This design comes from an exercise in tuning for a short achievable clock period and few clock cycles on the open sky130 flow, not from production work. Where RTL was checked, it was by simulation tests only, not by an equivalence proof against the original.

==> build 9: inputs <==
==> flow/design.v <==
module cpu (
    input  logic       CLOCK
  , input  logic       RESET
  , input  logic [7:0] read_bus
  , output logic [3:0] ctrl_bus
  , output logic [7:0] addr_bus
  , output logic [7:0] write_bus
  , output logic [7:0] OUT
);
  logic [7:0] a, sp, last;
  logic       fc, fz, fs, fo, fu;
  logic [7:0] addr_q, wd_q;
  logic       wr_q;
  logic [7:0] fp;             
  logic [7:0] hd;             
  logic [7:0] q [0:3];        
  logic [2:0] qn;             
  logic       pv;             
  logic       rv;             
  logic       ph;             
  localparam logic [1:0] S_DEC = 2'd0, S_A1 = 2'd1, S_A2 = 2'd2, S_A3 = 2'd3;
  logic [1:0] st;
  logic       i_add, i_cmp, i_push, i_pop, i_dsta, i_dstsp, i_r1, i_r2, i_w, i_wimm;
  logic [7:0] i_x, i_y, i_r2addr, i_db;
  assign addr_bus  = addr_q;
  assign write_bus = wd_q;
  assign ctrl_bus  = {2'b00, wr_q, 1'b0};
  assign OUT       = a;
  logic [7:0] o;
  assign o = q[0];
  logic d_mac, d_mov, d_add, d_cmp, d_push, d_pop, d_jmp, d_jcc, d_nop, d_hlt;
  always_comb begin
    d_mac  = ~(o[7] & o[6]);
    d_mov  = o[7:6] == 2'b00;
    d_add  = o[7:6] == 2'b01;
    d_cmp  = o[7:6] == 2'b10;
    d_push = o[7:3] == 5'b11000;
    d_pop  = o[7:3] == 5'b11001;
    d_jmp  = o == 8'b11010000;
    d_jcc  = o[7:4] == 4'b1110;
    d_nop  = o == 8'b11111110;
    d_hlt  = o[7:6] == 2'b11 & ~(d_push | d_pop | d_jmp | d_jcc | d_nop);
  end
  logic [2:0] sm, dm;
  assign sm = o[2:0];
  assign dm = d_pop ? o[2:0] : o[5:3];
  logic has_sb, has_db, d_r1, d_r2, d_w, d_wimm, d_dsta, d_dstsp;
  always_comb begin
    has_sb  = (d_mac | d_push) & sm[1];
    has_db  = (d_mac | d_pop) & (dm[1:0] == 2'b10);
    d_r1    = ((d_mac | d_push) & (sm[1:0] == 2'b01 | sm[1:0] == 2'b10)) | d_pop;
    d_r2    = (d_add | d_cmp) & (dm[1:0] == 2'b01 | dm[1:0] == 2'b10);
    d_wimm  = (d_mac | d_pop) & (dm[1:0] == 2'b10);
    d_w     = d_wimm | ((d_mac | d_pop) & dm == 3'b101) | d_push;
    d_dsta  = (d_mac | d_pop) & dm == 3'b000;
    d_dstsp = (d_mac | d_pop) & dm == 3'b100;
  end
  logic [1:0] nb;
  logic [2:0] need;
  logic [1:0] cons_n;
  always_comb begin
    if (d_jmp | d_jcc) nb = 2'd1;
    else if (d_hlt | d_nop) nb = 2'd0;
    else nb = {1'b0, has_sb} + {1'b0, has_db};
    need   = {2'b00, ~ph} + {1'b0, nb};
    if (need == 3'd0) need = 3'd1;
    cons_n = d_hlt ? {1'b0, ~ph} : ({1'b0, ~ph} + nb);
  end
  logic [7:0] sb, db;
  always_comb begin
    sb = ph ? q[0] : q[1];
    case ({~ph, has_sb})
      2'b00:   db = q[0];
      2'b01,
      2'b10:   db = q[1];
      default: db = q[2];
    endcase
  end
  logic [7:0] dx, dy;
  always_comb begin
    if (dm[1:0] == 2'b00) dx = dm[2] ? sp : a;
    else dx = 8'd0;
    if (d_pop) dy = 8'd0;
    else if (sm[1:0] == 2'b00) dy = sm[2] ? sp : a;
    else dy = sb;
  end
  logic taken;
  always_comb begin
    logic base;
    case (o[3:1])
      3'd0: base = fo;
      3'd1: base = fc;
      3'd2: base = fz;
      3'd3: base = fc | fz;
      3'd4: base = fs;
      3'd5: base = 1'b0;
      3'd6: base = fs ^ fo;
      default: base = fz | (fs ^ fo);
    endcase
    taken = d_jmp | (d_jcc & ((o[3:1] == 3'd5) | (base ^ o[0])));
  end
  logic avail, go;
  assign avail = qn >= need;
  assign go    = (st == S_DEC) & avail;
  logic [7:0] hd_next_ip;    
  assign hd_next_ip = hd + {6'd0, cons_n};
  logic ex_dec, ex_a3, ex;
  assign ex_dec = go & (d_mac | d_push | d_pop) & ~d_r1 & ~d_r2;
  assign ex_a3  = st == S_A3;
  assign ex     = ex_dec | ex_a3;
  logic e_add, e_cmp, e_push, e_pop, e_dsta, e_dstsp, e_w, e_wimm;
  logic [7:0] e_x, e_y, e_db;
  always_comb begin
    if (ex_a3) begin
      e_add = i_add; e_cmp = i_cmp; e_push = i_push; e_pop = i_pop;
      e_dsta = i_dsta; e_dstsp = i_dstsp; e_w = i_w; e_wimm = i_wimm;
      e_x = i_r2 ? read_bus : i_x;
      e_y = (i_r1 & ~i_r2) ? read_bus : i_y;
      e_db = i_db;
    end else begin
      e_add = d_add; e_cmp = d_cmp; e_push = d_push; e_pop = d_pop;
      e_dsta = d_dsta; e_dstsp = d_dstsp; e_w = d_w; e_wimm = d_wimm;
      e_x = dx;
      e_y = dy;
      e_db = db;
    end
  end
  logic [7:0] yy, sum, res;
  logic       c8, s8;
  logic       n_c, n_z, n_s, n_o, n_u;
  always_comb begin
    yy = e_cmp ? ~e_y : e_y;
    {c8, sum} = {1'b0, e_x} + {1'b0, yy} + {8'd0, e_cmp};
    s8 = e_x[7] ^ yy[7] ^ c8;
    n_c = e_cmp ? (c8 & (e_y != 8'd0)) : c8;
    n_z = sum == 8'd0;
    n_s = sum[7];
    n_o = ~s8 & sum[7];
    n_u = s8 & ~sum[7];
    res = e_add ? sum : e_cmp ? last : e_y;
  end
  logic [7:0] sp_inc, sp_dec, sp_wr;
  assign sp_inc = sp + 8'd1;
  assign sp_dec = sp - 8'd1;
  assign sp_wr  = e_push ? sp_dec : e_pop ? sp_inc : sp;
  logic [7:0] e_waddr;
  assign e_waddr = e_wimm ? e_db : sp_wr;
  logic       rq, rq_w;
  logic [7:0] rq_addr;
  always_comb begin
    rq = 1'b0; rq_w = 1'b0; rq_addr = 8'd0;
    if (go & d_r1) begin
      rq = 1'b1;
      if (d_pop) rq_addr = sp;
      else if (sm[1:0] == 2'b10) rq_addr = sb;
      else rq_addr = sm[2] ? sp : a;
    end else if (go & d_r2) begin
      rq = 1'b1;
      if (dm[1:0] == 2'b10) rq_addr = db;
      else rq_addr = dm[2] ? sp : a;
    end else if (st == S_A1 & i_r1 & i_r2) begin
      rq = 1'b1;
      rq_addr = i_r2addr;
    end else if (ex & e_w) begin
      rq = 1'b1; rq_w = 1'b1;
      rq_addr = e_waddr;
    end
  end
  logic [2:0] consumed;
  assign consumed = go ? {1'b0, cons_n} : 3'd0;
  logic [7:0] hd_after;
  assign hd_after = hd + {5'd0, consumed};
  logic jflush, wdiff_hit, wflush, flush;
  logic [7:0] wdiff;
  assign jflush   = go & taken;
  assign wdiff    = e_waddr - hd_after;
  assign wdiff_hit = wdiff[7:3] == 5'd0;
  assign wflush   = ex & e_w & (e_waddr[7] | (e_waddr[6] & e_waddr[5])) & wdiff_hit;
  assign flush    = jflush | wflush;
  logic [7:0] new_fp;
  assign new_fp = jflush ? (hd_next_ip + sb) : hd_after;
  logic [2:0] qn_after;
  assign qn_after = flush ? 3'd0 : (qn - consumed + {2'b00, rv});
  logic pv_keep;
  assign pv_keep = pv & ~flush;
  logic fetch;
  assign fetch = ~rq & ({1'b0, qn_after} + {3'b000, pv_keep} < 4'd4);
  logic [7:0] fp_cur;
  assign fp_cur = flush ? new_fp : fp;
  logic [7:0] qs [0:3];
  always_comb begin
    for (int i = 0; i < 4; i++) begin
      logic [2:0] k;
      k = 3'(i) + consumed;
      if (k < qn) qs[i] = q[k[1:0]];
      else qs[i] = read_bus;
    end
  end
  always_ff @(posedge CLOCK) begin
    if (RESET) begin
      a <= 8'd0; sp <= 8'h80; last <= 8'd0;
      fc <= 1'b0; fz <= 1'b0; fs <= 1'b0; fo <= 1'b0; fu <= 1'b0;
      addr_q <= 8'd0; wd_q <= 8'd0; wr_q <= 1'b0;
      fp <= 8'd1; hd <= 8'd0; qn <= 3'd0; pv <= 1'b1; rv <= 1'b0; ph <= 1'b0;
      st <= S_DEC;
      for (int i = 0; i < 4; i++) q[i] <= 8'd0;
      i_add <= 1'b0; i_cmp <= 1'b0; i_push <= 1'b0; i_pop <= 1'b0;
      i_dsta <= 1'b0; i_dstsp <= 1'b0; i_r1 <= 1'b0; i_r2 <= 1'b0; i_w <= 1'b0; i_wimm <= 1'b0;
      i_x <= 8'd0; i_y <= 8'd0; i_r2addr <= 8'd0; i_db <= 8'd0;
    end else begin
      for (int i = 0; i < 4; i++) q[i] <= qs[i];
      qn <= qn_after;
      hd <= jflush ? new_fp : hd_after;
      rv <= pv_keep;
      if (rq) begin
        addr_q <= rq_addr;
        wr_q   <= rq_w;
        if (rq_w) wd_q <= res;
        pv     <= 1'b0;
        fp     <= fp_cur;
      end else if (fetch) begin
        addr_q <= fp_cur;
        wr_q   <= 1'b0;
        pv     <= 1'b1;
        fp     <= fp_cur + 8'd1;
      end else begin
        wr_q   <= 1'b0;
        pv     <= 1'b0;
        fp     <= fp_cur;
      end
      if (go) ph <= d_hlt;
      if (go & (d_jmp | d_jcc | d_nop | d_hlt)) last <= 8'd0;
      if (ex) begin
        last <= res;
        if (e_dsta) a <= res;
        if (e_dstsp) sp <= res;
        else sp <= sp_wr;
        if (e_add | e_cmp) begin
          fc <= n_c; fz <= n_z; fs <= n_s; fo <= n_o; fu <= n_u;
        end
      end
      case (st)
        S_DEC: if (go & (d_r1 | d_r2)) begin
          st <= S_A1;
          i_add <= d_add; i_cmp <= d_cmp; i_push <= d_push; i_pop <= d_pop;
          i_dsta <= d_dsta; i_dstsp <= d_dstsp; i_w <= d_w; i_wimm <= d_wimm;
          i_r1 <= d_r1; i_r2 <= d_r2;
          i_x <= dx; i_y <= dy; i_db <= db;
          i_r2addr <= (dm[1:0] == 2'b10) ? db : (dm[2] ? sp : a);
        end
        S_A1: st <= (i_r1 & i_r2) ? S_A2 : S_A3;
        S_A2: begin
          i_y <= read_bus;
          st <= S_A3;
        end
        default: st <= S_DEC;
      endcase
    end
  end
endmodule
==> flow/run.sh <==
#!/bin/bash
# synth_recipe.tcl (not shown) runs the flow's synth.tcl, then flattens the netlist and writes it again
# the make line also repeats each setting of config.mk as NAME=value (left out here)
make -C /OpenROAD-flow-scripts/flow DESIGN_CONFIG=/design/flow/config.mk WORK_HOME=/design/flow/orfs CLKGATE_MAP_FILE= SYNTH_SCRIPT=/design/flow/synth_recipe.tcl finish
==> flow/config.mk <==
export PLATFORM = sky130hd
export DESIGN_NAME = cpu
export DESIGN_NICKNAME = cpu
export VERILOG_FILES = /design/flow/design.v
export SDC_FILE = /design/flow/constraint.sdc
export NUM_CORES = 4
export LEC_CHECK = 0
export ABC_CLOCK_PERIOD_IN_PS = 1500
export CAP_MARGIN = 20
export CORE_MARGIN = 2
export CORE_UTILIZATION = 40
export SETUP_SLACK_MARGIN = 2.0
export SLEW_MARGIN = 20
==> flow/constraint.sdc <==
create_clock -name core_clock -period 4.0 [get_ports {CLOCK}]
set_input_delay 0.8000 -clock core_clock [delete_from_list [all_inputs] [get_ports {CLOCK}]]
set_output_delay 0.8000 -clock core_clock [all_outputs]
set_load 0.01 [all_outputs]
==> inputs of build 65, as changes to build 9 <==
==> flow/design.v, changed modules only <==
module cpu (
    input  logic       CLOCK
  , input  logic       RESET
  , input  logic [7:0] read_bus
  , output logic [3:0] ctrl_bus
  , output logic [7:0] addr_bus
  , output logic [7:0] write_bus
  , output logic [7:0] OUT
);
  logic [7:0] a, sp, last;
  logic       fc, fz, fs, fo, fu;
  logic [7:0] addr_q, wd_q;
  logic       wr_q;
  logic [7:0] fp;             
  logic [7:0] hd;             
  logic [7:0] hd1, hd2;       
  logic [4:0] hdw1;           
  logic [7:0] q [0:3];        
  logic [2:0] qn;             
  logic       pv;             
  logic       rv;             
  logic       ph;             
  logic       whit;           
  localparam logic [1:0] S_DEC = 2'd0, S_A1 = 2'd1, S_A2 = 2'd2, S_A3 = 2'd3;
  logic [1:0] st;
  logic       i_add, i_cmp, i_push, i_pop, i_dsta, i_dstsp, i_r1, i_r2, i_w, i_wimm;
  logic [7:0] i_x, i_y, i_r2addr, i_db;
  assign addr_bus  = addr_q;
  assign write_bus = wd_q;
  assign ctrl_bus  = {2'b00, wr_q, 1'b0};
  assign OUT       = a;
  logic [7:0] vq [0:4];
  always_comb begin
    for (int i = 0; i < 5; i++) begin
      if (i < 4 && 3'(i) < qn) vq[i] = q[i[1:0]];
      else vq[i] = read_bus;
    end
  end
  logic [2:0] avail;
  assign avail = qn + {2'b00, rv};
  logic [7:0] o;
  assign o = vq[0];
  logic d_mac, d_add, d_cmp, d_push, d_pop, d_jmp, d_jcc, d_nop, d_hlt;
  always_comb begin
    d_mac  = ~(o[7] & o[6]);
    d_add  = o[7:6] == 2'b01;
    d_cmp  = o[7:6] == 2'b10;
    d_push = o[7:3] == 5'b11000;
    d_pop  = o[7:3] == 5'b11001;
    d_jmp  = o == 8'b11010000;
    d_jcc  = o[7:4] == 4'b1110;
    d_nop  = o == 8'b11111110;
    d_hlt  = o[7:6] == 2'b11 & ~(d_push | d_pop | d_jmp | d_jcc | d_nop);
  end
  logic [2:0] sm, dm;
  assign sm = o[2:0];
  assign dm = d_pop ? o[2:0] : o[5:3];
  logic has_sb, has_db, d_r1, d_r2, d_w, d_wimm, d_dsta, d_dstsp;
  always_comb begin
    has_sb  = (d_mac | d_push) & sm[1];
    has_db  = (d_mac | d_pop) & (dm[1:0] == 2'b10);
    d_r1    = ((d_mac | d_push) & (sm[1:0] == 2'b01 | sm[1:0] == 2'b10)) | d_pop;
    d_r2    = (d_add | d_cmp) & (dm[1:0] == 2'b01 | dm[1:0] == 2'b10);
    d_wimm  = has_db;
    d_w     = d_wimm | ((d_mac | d_pop) & dm == 3'b101) | d_push;
    d_dsta  = (d_mac | d_pop) & dm == 3'b000;
    d_dstsp = (d_mac | d_pop) & dm == 3'b100;
  end
  logic [1:0] nb;
  logic [2:0] need;
  logic [1:0] cons_n;
  always_comb begin
    if (d_jmp | d_jcc) nb = 2'd1;
    else if (d_hlt | d_nop) nb = 2'd0;
    else nb = {1'b0, has_sb} + {1'b0, has_db};
    need   = {2'b00, ~ph} + {1'b0, nb};
    if (need == 3'd0) need = 3'd1;
    cons_n = d_hlt ? {1'b0, ~ph} : ({1'b0, ~ph} + nb);
  end
  logic [7:0] sb, db;
  always_comb begin
    sb = ph ? vq[0] : vq[1];
    case ({~ph, has_sb})
      2'b00:   db = vq[0];
      2'b01,
      2'b10:   db = vq[1];
      default: db = vq[2];
    endcase
  end
  logic [7:0] dx, dy;
  always_comb begin
    if (dm[1:0] == 2'b00) dx = dm[2] ? sp : a;
    else dx = 8'd0;
    if (sm[1:0] == 2'b00) dy = sm[2] ? sp : a;
    else dy = sb;
  end
  logic taken, cbase;
  always_comb begin
    case (o[3:1])
      3'd0: cbase = fo;
      3'd1: cbase = fc;
      3'd2: cbase = fz;
      3'd3: cbase = fc | fz;
      3'd4: cbase = fs;
      3'd5: cbase = 1'b0;
      3'd6: cbase = fs ^ fo;
      default: cbase = fz | (fs ^ fo);
    endcase
    taken = d_jmp | (d_jcc & ((o[3:1] == 3'd5) | (cbase ^ o[0])));
  end
  logic go;
  assign go = (st == S_DEC) & ~whit & (avail >= need);
  logic ex_dec, ex_a3, ex;
  assign ex_dec = go & (d_mac | d_push | d_pop) & ~d_r1 & ~d_r2;
  assign ex_a3  = st == S_A3;
  assign ex     = ex_dec | ex_a3;
  logic e_add, e_cmp, e_push, e_pop, e_dsta, e_dstsp, e_w, e_wimm;
  logic [7:0] e_x, e_y;
  always_comb begin
    if (st == S_A3) begin
      e_add = i_add; e_cmp = i_cmp; e_push = i_push; e_pop = i_pop;
      e_dsta = i_dsta; e_dstsp = i_dstsp; e_w = i_w; e_wimm = i_wimm;
      e_x = i_r2 ? read_bus : i_x;
      e_y = (i_r1 & ~i_r2) ? read_bus : i_y;
    end else begin
      e_add = d_add; e_cmp = d_cmp; e_push = d_push; e_pop = d_pop;
      e_dsta = d_dsta; e_dstsp = d_dstsp; e_w = d_w; e_wimm = d_wimm;
      e_x = dx;
      e_y = dy;
    end
  end
  logic [7:0] yy, sum, res;
  logic       c8, s8;
  logic       n_c, n_z, n_s, n_o, n_u;
  always_comb begin
    yy = e_cmp ? ~e_y : e_y;
    {c8, sum} = {1'b0, e_x} + {1'b0, yy} + {8'd0, e_cmp};
    s8 = e_x[7] ^ yy[7] ^ c8;
    n_c = e_cmp ? (c8 & (e_y != 8'd0)) : c8;
    n_z = sum == 8'd0;
    n_s = sum[7];
    n_o = ~s8 & sum[7];
    n_u = s8 & ~sum[7];
    res = e_add ? sum : e_cmp ? last : e_y;
  end
  logic [7:0] sp_inc, sp_dec;
  assign sp_inc = sp + 8'd1;
  assign sp_dec = sp - 8'd1;
  function automatic logic near_hd(input logic [7:0] x, input logic [7:0] h, input logic [4:0] h1);
    logic ram, nr;
    ram = x[7] | (x[6] & x[5]);
    nr = (x[7:3] == h[7:3]) | (x[7:3] == h1);
    near_hd = ram & nr;
  endfunction
  logic [7:0] e_waddr;
  logic       e_whit;
  always_comb begin
    logic [7:0] wdb;
    wdb = (st == S_A3) ? i_db : db;
    if (e_wimm) begin
      e_waddr = wdb;
      e_whit  = near_hd(wdb, hd, hdw1);
    end else if (e_push) begin
      e_waddr = sp_dec;
      e_whit  = near_hd(sp_dec, hd, hdw1);
    end else if (e_pop) begin
      e_waddr = sp_inc;
      e_whit  = near_hd(sp_inc, hd, hdw1);
    end else begin
      e_waddr = sp;
      e_whit  = near_hd(sp, hd, hdw1);
    end
  end
  logic       rq, rq_w;
  logic [7:0] rq_addr;
  always_comb begin
    rq = 1'b0; rq_w = 1'b0; rq_addr = 8'd0;
    if (go & d_r1) begin
      rq = 1'b1;
      if (d_pop) rq_addr = sp;
      else if (sm[1:0] == 2'b10) rq_addr = sb;
      else rq_addr = sm[2] ? sp : a;
    end else if (go & d_r2) begin
      rq = 1'b1;
      if (dm[1:0] == 2'b10) rq_addr = db;
      else rq_addr = dm[2] ? sp : a;
    end else if (st == S_A1 & i_r1 & i_r2) begin
      rq = 1'b1;
      rq_addr = i_r2addr;
    end else if (ex & e_w) begin
      rq = 1'b1; rq_w = 1'b1;
      rq_addr = e_waddr;
    end
  end
  logic [1:0] consumed;
  assign consumed = go ? cons_n : 2'd0;
  logic jflush;
  assign jflush = go & taken;
  logic [7:0] target;
  assign target = (ph ? hd1 : hd2) + sb;
  logic [7:0] hd_after;
  always_comb begin
    case (consumed)
      2'd0: hd_after = hd;
      2'd1: hd_after = hd1;
      2'd2: hd_after = hd2;
      default: hd_after = hd + 8'd3;
    endcase
    if (jflush) hd_after = target;
  end
  logic flush;
  assign flush = jflush | whit;
  logic fetch_room;
  assign fetch_room = ({1'b0, qn} + {3'b000, rv} + {3'b000, pv} < 4'd4) | (go & ~ph);
  logic [7:0] qs [0:3];
  always_comb begin
    for (int i = 0; i < 4; i++) begin
      case (consumed)
        2'd0: qs[i] = vq[i];
        2'd1: qs[i] = vq[i + 1];
        2'd2: qs[i] = vq[i + 2];
        default: qs[i] = (i < 2) ? vq[i + 3] : read_bus;
      endcase
    end
  end
  always_ff @(posedge CLOCK) begin
    if (RESET) begin
      a <= 8'd0; sp <= 8'h80; last <= 8'd0;
      fc <= 1'b0; fz <= 1'b0; fs <= 1'b0; fo <= 1'b0; fu <= 1'b0;
      addr_q <= 8'd0; wd_q <= 8'd0; wr_q <= 1'b0;
      fp <= 8'd1; hd <= 8'd0; hd1 <= 8'd1; hd2 <= 8'd2; hdw1 <= 5'd1;
      qn <= 3'd0; pv <= 1'b1; rv <= 1'b0; ph <= 1'b0; whit <= 1'b0;
      st <= S_DEC;
      for (int i = 0; i < 4; i++) q[i] <= 8'd0;
      i_add <= 1'b0; i_cmp <= 1'b0; i_push <= 1'b0; i_pop <= 1'b0;
      i_dsta <= 1'b0; i_dstsp <= 1'b0; i_r1 <= 1'b0; i_r2 <= 1'b0; i_w <= 1'b0; i_wimm <= 1'b0;
      i_x <= 8'd0; i_y <= 8'd0; i_r2addr <= 8'd0; i_db <= 8'd0;
    end else begin
      for (int i = 0; i < 4; i++) q[i] <= qs[i];
      qn <= flush ? 3'd0 : (avail - {1'b0, consumed});
      rv <= pv & ~flush;
      hd <= hd_after;
      hd1 <= hd_after + 8'd1;
      hd2 <= hd_after + 8'd2;
      hdw1 <= hd_after[7:3] + 5'd1;
      whit <= rq_w & e_whit;
      if (rq) begin
        addr_q <= rq_addr;
        wr_q   <= rq_w;
        if (rq_w) wd_q <= res;
        pv     <= 1'b0;
        if (whit) fp <= hd;
        else if (jflush) fp <= target;
      end else if (whit) begin
        addr_q <= hd;
        wr_q   <= 1'b0;
        pv     <= 1'b1;
        fp     <= hd1;
      end else if (jflush) begin
        addr_q <= target;
        wr_q   <= 1'b0;
        pv     <= 1'b1;
        fp     <= target + 8'd1;
      end else if (fetch_room) begin
        addr_q <= fp;
        wr_q   <= 1'b0;
        pv     <= 1'b1;
        fp     <= fp + 8'd1;
      end else begin
        wr_q   <= 1'b0;
        pv     <= 1'b0;
      end
      if (go) ph <= d_hlt;
      if (go & (d_jmp | d_jcc | d_nop | d_hlt)) last <= 8'd0;
      if (ex) begin
        last <= res;
        if (e_dsta) a <= res;
        if (e_dstsp) sp <= res;
        else if (e_push) sp <= sp_dec;
        else if (e_pop) sp <= sp_inc;
        if (e_add | e_cmp) begin
          fc <= n_c; fz <= n_z; fs <= n_s; fo <= n_o; fu <= n_u;
        end
      end
      case (st)
        S_DEC: if (go & (d_r1 | d_r2)) begin
          st <= S_A1;
          i_add <= d_add; i_cmp <= d_cmp; i_push <= d_push; i_pop <= d_pop;
          i_dsta <= d_dsta; i_dstsp <= d_dstsp; i_w <= d_w; i_wimm <= d_wimm;
          i_r1 <= d_r1; i_r2 <= d_r2;
          i_x <= dx; i_y <= dy; i_db <= db;
          i_r2addr <= (dm[1:0] == 2'b10) ? db : (dm[2] ? sp : a);
        end
        S_A1: st <= (i_r1 & i_r2) ? S_A2 : S_A3;
        S_A2: begin
          i_y <= read_bus;
          st <= S_A3;
        end
        default: st <= S_DEC;
      endcase
    end
  end
endmodule
- ABC_CLOCK_PERIOD_IN_PS: 1500 -> 2000
==> impl_metrics.env <==
export IMPL_status="finished with violations"
export IMPL_failed_checks="negative setup slack"
export IMPL_timing_final_ws_setup_ns=-2.66
export IMPL_setup_violations=142
export IMPL_crit_path_end="fp[4]"
export IMPL_cp_slowest_cell="fa_2"
the above is filed under build 9

==> impl_metrics.env <==
export IMPL_status="finished with violations"
export IMPL_failed_checks="negative setup slack"
export IMPL_clk_pin_slew_ns=0.08
export IMPL_yosysTopAreaCellShare_pct=26.4
export IMPL_timing_final_ws_setup_ns=-1.32
export IMPL_crit_path_end="hd1[6]"
export IMPL_setup_violations=164
export IMPL_met1_usage_pct=38.7
the above is filed under build 65

Testbench counts of build 9, summed over its fixed seeds: cycles 22,933.
The RTL of build 65 was laid out without a check of its function.

==> what the ideal ports hide <==
No port has a modelled driver above. Below, the same layouts with a new extraction and two added sets of constraints. Step 1 sets driving cells, clkbuf_16 on the clock port and buf_2 on the other inputs (assumed; they add their load-dependent delay and slew). Step 2 moves the port delays by t, midway between the first and last clock arrival at a register: inputs arrive t later, outputs are due t later. That takes back most of the time a late clock gives input paths. a / b / c = ideal ports / drivers / drivers and shift; a / b = the first two.
run | shift t [ns] | setup slack, ns | worst hold slack (ns)
build 9 | 0.486 | -2.664 / -2.664 / -2.664 | 0.453 / 0.453 / 0.453
build 65 | 0.503 | -1.319 / -1.319 / -1.778 | 0.456 / 0.456 / 0.456
For build 65, which loses most, drivers alone change the setup slack by 0.000 ns; drivers and shift together by -0.459 ns.
